Context: an optimization exercise on an open-source flow, tuned for small area and a short achievable clock period. The choices shown serve that exercise and are no tape-out recipe.
Function not checked in this run: the RTL went through the layout flow alone.

===== flow/config.mk =====
export PLATFORM = sky130hd
export DESIGN_NAME = pbit_lattice
export DESIGN_NICKNAME = pbit_lattice
export VERILOG_FILES = /design/flow/design.v
export SDC_FILE = /design/flow/constraint.sdc
export NUM_CORES = 4
export LEC_CHECK = 0
export CAP_MARGIN = 20
export CORE_MARGIN = 2
export CORE_UTILIZATION = 40
export SLEW_MARGIN = 20

===== flow/constraint.sdc =====
create_clock -name core_clock -period 10.0 [get_ports {clk}]
set_input_delay 2.0000 -clock core_clock [delete_from_list [all_inputs] [get_ports {clk}]]
set_output_delay 2.0000 -clock core_clock [all_outputs]
set_load 0.01 [all_outputs]

===== flow/design.v =====
package PSL_pkg;
    localparam j_bit_width   = 6;   
    localparam h_bit_width   = 6;   
    localparam i_bit_width   = 6;   
    localparam RNG_bit_width = 32;  
endpackage : PSL_pkg
import PSL_pkg :: *;
module LFSR_n (r, r_next);
  input  [RNG_bit_width-1:0] r;
  output [RNG_bit_width-1:0] r_next;
  assign r_next = {r[RNG_bit_width-2:0], ~(r[31] ^ r[21] ^ r[1] ^ r[0])};
endmodule
`timescale 1ns / 1ps
import PSL_pkg :: *;
module LUT_bias ( Iin, Out);
input  [i_bit_width-2:0] Iin;
output reg [RNG_bit_width-1:0] Out;
always @ * 
begin 
case (Iin)
5'b00000 : Out =32'b10000000000000000000000000000000;
5'b00001 : Out =32'b10111011001001101010011110101111;
5'b00010 : Out =32'b11100001011110111110101011010100;
5'b00011 : Out =32'b11110011110110111110010111100010;
5'b00100 : Out =32'b11111011011001010100000101111000;
5'b00101 : Out =32'b11111110010010010110000010011000;
5'b00110 : Out =32'b11111111010111011111010001000100;
5'b00111 : Out =32'b11111111110001000100101100011001;
5'b01000 : Out =32'b11111111111010100000010111000010;
5'b01001 : Out =32'b11111111111101111110100111001000;
5'b01010 : Out =32'b11111111111111010000011001011010;
5'b01011 : Out =32'b11111111111111101110011111001100;
5'b01100 : Out =32'b11111111111111111001100011101011;
5'b01101 : Out =32'b11111111111111111101101000010100;
5'b01110 : Out =32'b11111111111111111111001000001101;
5'b01111 : Out =32'b11111111111111111111101011011110;
5'b10000 : Out =32'b11111111111111111111111000011101;
5'b10001 : Out =32'b11111111111111111111111101001110;
5'b10010 : Out =32'b11111111111111111111111110111111;
5'b10011 : Out =32'b11111111111111111111111111101000;
5'b10100 : Out =32'b11111111111111111111111111110111;
5'b10101 : Out =32'b11111111111111111111111111111101;
5'b10110 : Out =32'b11111111111111111111111111111111;
5'b10111 : Out =32'b11111111111111111111111111111111;
5'b11000 : Out =32'b11111111111111111111111111111111;
5'b11001 : Out =32'b11111111111111111111111111111111;
5'b11010 : Out =32'b11111111111111111111111111111111;
5'b11011 : Out =32'b11111111111111111111111111111111;
5'b11100 : Out =32'b11111111111111111111111111111111;
5'b11101 : Out =32'b11111111111111111111111111111111;
5'b11110 : Out =32'b11111111111111111111111111111111;
5'b11111 : Out =32'b11111111111111111111111111111111;
endcase
end
endmodule
`timescale 1ns / 1ps
import PSL_pkg :: *;
module weight (s_in0, s_in1, s_in2, s_in3, s_in4, s_in5, h_n, J_n0, J_n1, J_n2, J_n3, J_n4, J_n5, Iin);
output [i_bit_width-1:0] Iin;
input [j_bit_width-1:0] J_n0, J_n1, J_n2, J_n3, J_n4, J_n5;
input [h_bit_width-1:0] h_n;
input s_in0, s_in1, s_in2, s_in3, s_in4, s_in5;
wire signed [8:0] t0 = $signed({{3{J_n0[5]}}, J_n0} ^ {9{~s_in0}});
wire signed [8:0] t1 = $signed({{3{J_n1[5]}}, J_n1} ^ {9{~s_in1}});
wire signed [8:0] t2 = $signed({{3{J_n2[5]}}, J_n2} ^ {9{~s_in2}});
wire signed [8:0] t3 = $signed({{3{J_n3[5]}}, J_n3} ^ {9{~s_in3}});
wire signed [8:0] t4 = $signed({{3{J_n4[5]}}, J_n4} ^ {9{~s_in4}});
wire signed [8:0] t5 = $signed({{3{J_n5[5]}}, J_n5} ^ {9{~s_in5}});
wire signed [8:0] th = $signed({{3{h_n[5]}}, h_n});
wire [2:0] nneg = {2'b0, ~s_in0} + {2'b0, ~s_in1} + {2'b0, ~s_in2} + {2'b0, ~s_in3} + {2'b0, ~s_in4} + {2'b0, ~s_in5};
wire signed [8:0] I = t0 + t1 + t2 + t3 + t4 + t5 + th + $signed({6'b0, nneg});
assign Iin = (I > 9'sd31) ? 6'sd31 : (I < -9'sd31) ? -6'sd31 : I[5:0];
endmodule
`timescale 1ns / 1ps
import PSL_pkg :: *;
module pbit (h_n, J_n0, J_n1, J_n2, J_n3, J_n4, J_n5, s_in0, s_in1, s_in2, s_in3, s_in4, s_in5, r, s_new);
input [j_bit_width-1:0] J_n0, J_n1, J_n2, J_n3, J_n4, J_n5;
input [h_bit_width-1:0] h_n;
input s_in0, s_in1, s_in2, s_in3, s_in4, s_in5;
input [RNG_bit_width-1:0] r;
output s_new;
wire [i_bit_width-1:0] Iin;
wire [i_bit_width-1:0] Iin_LUT = Iin[i_bit_width-1] ? -Iin : Iin;
wire [RNG_bit_width-1:0] LUT_out;
weight weight_i (.s_in0(s_in0), .s_in1(s_in1), .s_in2(s_in2), .s_in3(s_in3), .s_in4(s_in4), .s_in5(s_in5), .h_n(h_n), .J_n0(J_n0), .J_n1(J_n1), .J_n2(J_n2), .J_n3(J_n3), .J_n4(J_n4), .J_n5(J_n5), .Iin(Iin));
LUT_bias Lut_i (.Iin(Iin_LUT[i_bit_width-2:0]), .Out(LUT_out));
assign s_new = (LUT_out == r) ? 1'b0 : (Iin[i_bit_width-1] ? (LUT_out < r) : (LUT_out > r));
endmodule
`timescale 1ns / 1ps
import PSL_pkg :: *;
module pbit_lattice (
    input  wire        clk,
    input  wire        rst,         
    input  wire        run,         
    input  wire [31:0] seed_mix,    
    input  wire        cfg_we,      
    input  wire [6:0]  cfg_addr,    
    input  wire [5:0]  cfg_wdata,   
    output wire [26:0] s            
);
localparam L = 3;
localparam N = L*L*L;
localparam [N*RNG_bit_width-1:0] SEEDS = {
        32'h55724a8a,
        32'hafa2d07c,
        32'h1121a14d,
        32'h8fde5639,
        32'h132a29cf,
        32'h27cd95a0,
        32'h26af91d1,
        32'ha71dba49,
        32'h5552da89,
        32'hdab4fcb8,
        32'h093f36eb,
        32'h8eca7365,
        32'h7965c0fe,
        32'h4d317c68,
        32'h022dd18d,
        32'h3c7ba9e3,
        32'h8be9794d,
        32'h3c95ad20,
        32'h819ed6b6,
        32'he7158a80,
        32'h21f64544,
        32'he06c85af,
        32'hbaec4ef7,
        32'h02ff349d,
        32'h4f876aa3,
        32'h9c2b9d9f,
        32'h2ae75e2e
};
reg [2:0] ph;
always @(posedge clk) begin
    if (rst) ph <= 3'b001;
    else ph <= {ph[1:0], ph[2]};
end
reg [j_bit_width-1:0]   Js [0:3*N-1];    
reg [h_bit_width-1:0]   hs [0:N-1];
reg [RNG_bit_width-1:0] rs [0:N-1];
reg [N-1:0]             ss;
wire [4*N-1:0] dec;
genvar a;
generate
for (a = 0; a < 4*N; a = a + 1) begin : gdec
    assign dec[a] = cfg_we && (cfg_addr == a);
end
endgenerate
wire [5:0] wd = rst ? 6'd0 : cfg_wdata;
genvar x, y, z, d;
generate
for (z = 0; z < L; z = z + 1) begin : gz
  for (y = 0; y < L; y = y + 1) begin : gy
    localparam integer UA  = (L - (y+z)%L) % L;
    localparam integer A   = UA + L*y + L*L*z;
    localparam integer XP  = (UA+1)%L + L*y + L*L*z;
    localparam integer XM  = (UA+L-1)%L + L*y + L*L*z;
    localparam integer YP  = UA + L*((y+1)%L) + L*L*z;
    localparam integer YM  = UA + L*((y+L-1)%L) + L*L*z;
    localparam integer ZP  = UA + L*y + L*L*((z+1)%L);
    localparam integer ZM  = UA + L*y + L*L*((z+L-1)%L);
    wire s_new;
    wire [RNG_bit_width-1:0] r_next;
    pbit unit (
        .h_n(hs[A]),
        .J_n0(Js[3*A+0]),  .J_n1(Js[3*XM+0]),
        .J_n2(Js[3*A+1]),  .J_n3(Js[3*YM+1]),
        .J_n4(Js[3*A+2]),  .J_n5(Js[3*ZM+2]),
        .s_in0(ss[XP]), .s_in1(ss[XM]), .s_in2(ss[YP]), .s_in3(ss[YM]), .s_in4(ss[ZP]), .s_in5(ss[ZM]),
        .r(rs[A]), .s_new(s_new));
    LFSR_n step (.r(rs[A]), .r_next(r_next));
    for (x = 0; x < L; x = x + 1) begin : gu
      localparam integer U   = x;
      localparam integer S   = U + L*y + L*L*z;
      localparam integer SRC = (U+1)%L + L*y + L*L*z;
      localparam integer X0  = (U+1)%L, X1 = (U+2)%L, X2 = U;
      localparam integer I0  = X0 + L*y + L*L*z, I1 = X1 + L*y + L*L*z, I2 = X2 + L*y + L*L*z;
      always @(posedge clk) begin
          if (rst) rs[S] <= SEEDS[S*RNG_bit_width +: RNG_bit_width] ^ seed_mix;
          else if (SRC == A) rs[S] <= r_next;
          else rs[S] <= rs[SRC];
      end
      always @(posedge clk) begin
          if (rst) ss[S] <= 1'b0;
          else if (SRC == A) ss[S] <= run ? s_new : ss[SRC];
          else ss[S] <= ss[SRC];
      end
      wire hld = rst | (ph[0] & dec[3*N+I0]) | (ph[1] & dec[3*N+I1]) | (ph[2] & dec[3*N+I2]);
      always @(posedge clk) hs[S] <= hld ? wd : hs[SRC];
      for (d = 0; d < 3; d = d + 1) begin : gd
        wire jld = rst | (ph[0] & dec[3*I0+d]) | (ph[1] & dec[3*I1+d]) | (ph[2] & dec[3*I2+d]);
        always @(posedge clk) Js[3*S+d] <= jld ? wd : Js[3*SRC+d];
      end
      localparam integer Q0 = x + L*y + L*L*z;
      localparam integer Q1 = (x+L-1)%L + L*y + L*L*z;
      localparam integer Q2 = (x+L-2)%L + L*y + L*L*z;
      assign s[S] = (ph[0] & ss[Q0]) | (ph[1] & ss[Q1]) | (ph[2] & ss[Q2]);
    end
  end
end
endgenerate
endmodule

===== flow/run.sh =====
#!/bin/bash
# synth_recipe.tcl (not shown) runs the flow's synth.tcl, then flattens the netlist and writes it again
# the make line also repeats each setting of config.mk as NAME=value (left out here)
make -C /OpenROAD-flow-scripts/flow DESIGN_CONFIG=/design/flow/config.mk WORK_HOME=/design/flow/orfs CLKGATE_MAP_FILE= SYNTH_SCRIPT=/design/flow/synth_recipe.tcl finish

==> results_tabular.tex <==
\begin{tabular}{lr}
\hline
Metric & Value \\
\hline
\multicolumn{2}{l}{\textbf{GRT}} \\
Antenna violations before repair & 16 \\
Global-route usage over all layers & approximately a quarter \\
GR Overflow Total & 0 \\
Maximum number of pins on one net before global-route repair & 191 \\
Wire length of the first global-routing pass & 386 mm \\
Number of global-route vias before repair & 59170 \\
\multicolumn{2}{l}{\textbf{Routing}} \\
Number of DRC markers in iteration 0 & 5883 \\
Total wire length after detailed routing & 262 mm \\
Mean number of vias per cell & 5.32 \\
Wire length per cell & 22.5 um \\
First-pass detailed-route iteration total & 9 \\
Overall via count from detail\_route & 61961 \\
Number of nets still failing antenna checks after routing & 0 \\
DRC violation count after routing & 0 \\
\multicolumn{2}{l}{\textbf{Logic synthesis}} \\
Seq/Total Area, Yosys & 39.3\% \\
Register bit count reported by yosys & 1542 \\
Synth async-reset ratio & 0\% \\
Post-Syn Instances & 8966 \\
Syn\_nets & slightly below 10000 \\
Synth warnings & 8 \\
Top cell type's share of synthesized area & between 30\% and 40\% \\
Synth cell types & 101 \\
Dominant cells by area after synthesis & sky130\_fd\_sc\_hd\_\_dfxtp\_1 39\%, sky130\_fd\_sc\_hd\_\_o21ai\_0 9.5\%, sky130\_fd\_sc\_hd\_\_fa\_1 8.7\%, sky130\_fd\_sc\_hd\_\_ha\_1 7.6\%, sky130\_fd\_sc\_hd\_\_inv\_1 6.2\% \\
Biggest area consumer among synthesized cells & sky130\_fd\_sc\_hd\_\_dfxtp\_1 \\
Number of enable flip-flop cells after synthesis & 0 \\
Most used flip-flop cell after synthesis & sky130\_fd\_sc\_hd\_\_dfxtp\_1 \\
Post-Syn Area per Cell & around 8.8 um2 \\
Synthesized cell area & 78600 um2 \\
\multicolumn{2}{l}{\textbf{Placed design}} \\
Routability congestion estimate from global placement & $\sim$0.99 \\
Number of I/O port buffers & 75 \\
Total half-perimeter wirelength after legalization and detailed placement & 195 mm \\
Placed inst area & 82300 um2 \\
\multicolumn{2}{l}{\textbf{Clocking}} \\
CTS clock-pin slew for the worst setup and hold paths & 60 ps \\
Worst-skew pair later-pin latency & around 850 ps \\
Root Driver & sky130\_fd\_sc\_hd\_\_clkbuf\_16 \\
CTS tree & yes \\
Clock H-tree levels & 4 \\
Number of buffers created by CTS & 163 \\
CTS sink cnt & 1542 \\
Clock Path Buffers & 3 \\
Hold buffer count at CTS & 0 \\
\multicolumn{2}{l}{\textbf{Worst setup path}} \\
Worst reg2reg path depth & 35 \\
Slowest cell on crit path & sky130\_fd\_sc\_hd\_\_or4\_1 \\
Crit path buf inv count & 6 \\
Critical Path AT & 10320 ps \\
Reg2reg start & ss[8] \\
Category of the critical setup timing path & register to register \\
Worst setup slack for register-to-register paths & 360 ps \\
Critical Path Max Stage Delay & around 610 ps \\
Crit path required time & 10680 ps \\
Startpoint kind of the worst setup timing path & register \\
Cell family contributing the most delay on the critical path & adder cells \\
End of the worst register-to-register path & ss[6] \\
CP endpoint kind & register \\
CP most frequent cell & sky130\_fd\_sc\_hd\_\_fa\_1 \\
Worst setup path startpoint & ss[8] \\
Biggest fanout along the worst timing path & 22 \\
\multicolumn{2}{l}{\textbf{Floorplanning}} \\
Core Region & between 150000 and 200000 um2 \\
Area of the die & 200000 um2 \\
Die width & 447 um \\
Die height & $\sim$450 um \\
Count of pins on the block boundary & 76 \\
Initial cell density of the core & 40.3\% \\
Count of standard-cell rows & 162 \\
\multicolumn{2}{l}{\textbf{Cells and area}} \\
Most common library cell in the layout ignoring fill and taps & sky130\_fd\_sc\_hd\_\_dfxtp\_1 \\
Fraction of layout cells with a size suffix above 1 & 8.90\% \\
Growth of design area from synthesis to finish & 12.5\% \\
Number of nets in the layout & approximately 9700 \\
Design area & 88400 um2 \\
Most used cells in the layout excluding fill and tap cells & 1533 x sky130\_fd\_sc\_hd\_\_dfxtp\_1, 1496 x sky130\_fd\_sc\_hd\_\_o21ai\_0, 1305 x sky130\_fd\_sc\_hd\_\_inv\_1 \\
Final core occ & 45.3\% \\
\multicolumn{2}{l}{\textbf{Timing}} \\
Slew Limit Headroom & a little under a quarter \\
Clock period minus final worst setup slack & between 9000 and 10000 ps \\
Post-route fraction of the period consumed by the critical path & 96.4\% \\
Maximum achievable frequency & 104 MHz \\
Total count of hold-check failures in the final report & 0 \\
Final clock skew & 62.3 ps \\
Tightest Pin Transition & 1150 ps \\
Final Slew Violations & 0 \\
Final setup violation count & 0 \\
\multicolumn{2}{l}{\textbf{Run}} \\
Number of max-cap violations & 0 \\
\multicolumn{2}{l}{\textbf{Min path}} \\
Min-delay worst type & register to register \\
Hold worst-path end & Js[58][2] \\
Startpoint of the tightest hold check path & Js[61][2] \\
Hold depth & 2 \\
\multicolumn{2}{l}{\textbf{Outcome}} \\
Result of the run & no timing/DRC/antenna violations \\
\hline
\end{tabular}
-- how the worst max path moves through the flow --
stage	end	slack, ps	cells after the start
after floorplan	ss[6]	520	36
final	ss[6]	360	35
after global placement	ss[10]	-140	39
after CTS	ss[10]	20	37
after detailed placement	ss[10]	-150	39
after global routing	ss[25]	-40	39
-- worst min-delay path, delay by kind of cell, from the launching register on --
family / cells / cell delay [ps]
flip-flops: 1 / 310
AO/OA/AOI/OAI: 1 / 60
AND/OR/NAND/NOR: 1 / 40
-- sequential cells by signal, summed over array words and instances (netlist names) --
signal and count:
rs 864, hs 162, ph 3, ss 27
Js 486
-- final cells by class --
class	count	area [um2]
Sequential cell	1542	30900
Clock buffer	226	4680
Multi-Input combinational cell	5557	41000
Antenna cell	6	15.0
Tap cell	2624	3280
Timing Repair Buffer	305	2540
Inverter	1312	4930
Clock inverter	70	1120
Fill cell	18951	107000
-- synthesized netlist by cell type, types with 69 or more instances --
cell type / instances
sky130_fd_sc_hd__dfxtp_1: 1542
sky130_fd_sc_hd__o21ai_0: 1499
sky130_fd_sc_hd__inv_1: 1306
sky130_fd_sc_hd__nand2_1: 818
sky130_fd_sc_hd__ha_1: 477
sky130_fd_sc_hd__clkbuf_1: 431
sky130_fd_sc_hd__fa_1: 342
sky130_fd_sc_hd__nor2_1: 325
sky130_fd_sc_hd__xnor2_1: 295
sky130_fd_sc_hd__a21oi_1: 258
sky130_fd_sc_hd__mux2_2: 161
sky130_fd_sc_hd__xor2_1: 123
sky130_fd_sc_hd__nor3_1: 92
sky130_fd_sc_hd__nand2b_1: 85
sky130_fd_sc_hd__a21o_1: 82
sky130_fd_sc_hd__nand3_1: 76
sky130_fd_sc_hd__nand4_1: 72
sky130_fd_sc_hd__mux2i_1: 70
sky130_fd_sc_hd__nor2b_1: 69
-- metal layers --
| layer | global-route usage, % | wire (um) | vias to the layer above |
|---|---|---|---|
| met5 | 0 | 36 | - |
| met3 | 3.64 | 17300 | 411 |
| met2 | 40.9 | 118000 | 2061 |
| met1 | 35.5 | 116000 | 30167 |
| met4 | 10.1 | 11100 | 6 |
| li1 | - | - | 29316 |
-- cells by family after synthesis --
group | synth area share (%)
compound gates | 17.4
flops | 39.3
xor+xnor | 4.74
buf+inv | 9.09
fa+ha+maj | 16.3
mux | 3.23
simple gates | 9.96
-- through the flow --
step	instances	setup TNS [ps]	hold slack, ps	worst slack, ps
after global routing	11636	-68.4	430	-36.0
after global placement	11337	-167	402	-137
after detailed placement	11337	-150	410	-150
final	11642	0	393	359
after floorplan	8966	0	401	524
after CTS	11633	0	393	15.6
-- what timing repair did --
action / in CTS / in global routing
setup endpoints to repair: 3 / 9
pin swaps: 0 / 5
resized for setup: 5 / 58
hold endpoints to repair: 0 / 0
setup buffers: 0 / 2

[port drivers added, routing unchanged]
Ports are ideal in the flow. The routed layout listed here was re-timed in OpenROAD. Step 1 (the two cells are an assumption about what drives the block):
set clk [get_ports {clk}]
set_driving_cell -lib_cell sky130_fd_sc_hd__clkbuf_16 $clk
set_driving_cell -lib_cell sky130_fd_sc_hd__buf_2 [delete_from_list [all_inputs] $clk]
Step 2 adds t to the input delays and takes it off the output delays; t is the mean of the earliest and latest rising clock arrival at the registers after step 1. Input paths then give back, and output paths get back, about the clock's delay inside the block. Slacks: no drivers / after step 1 / after step 2; pairs: no drivers / after step 1.
t, ns: 0.913
setup slack, ns: 0.359 / 0.359 / 0.359
worst data-port slew with drivers (ns): 0.09
After both steps this run still meets setup and hold. The setup slack of this run moves by 0.000 ns with the drivers and by 0.000 ns with both steps.
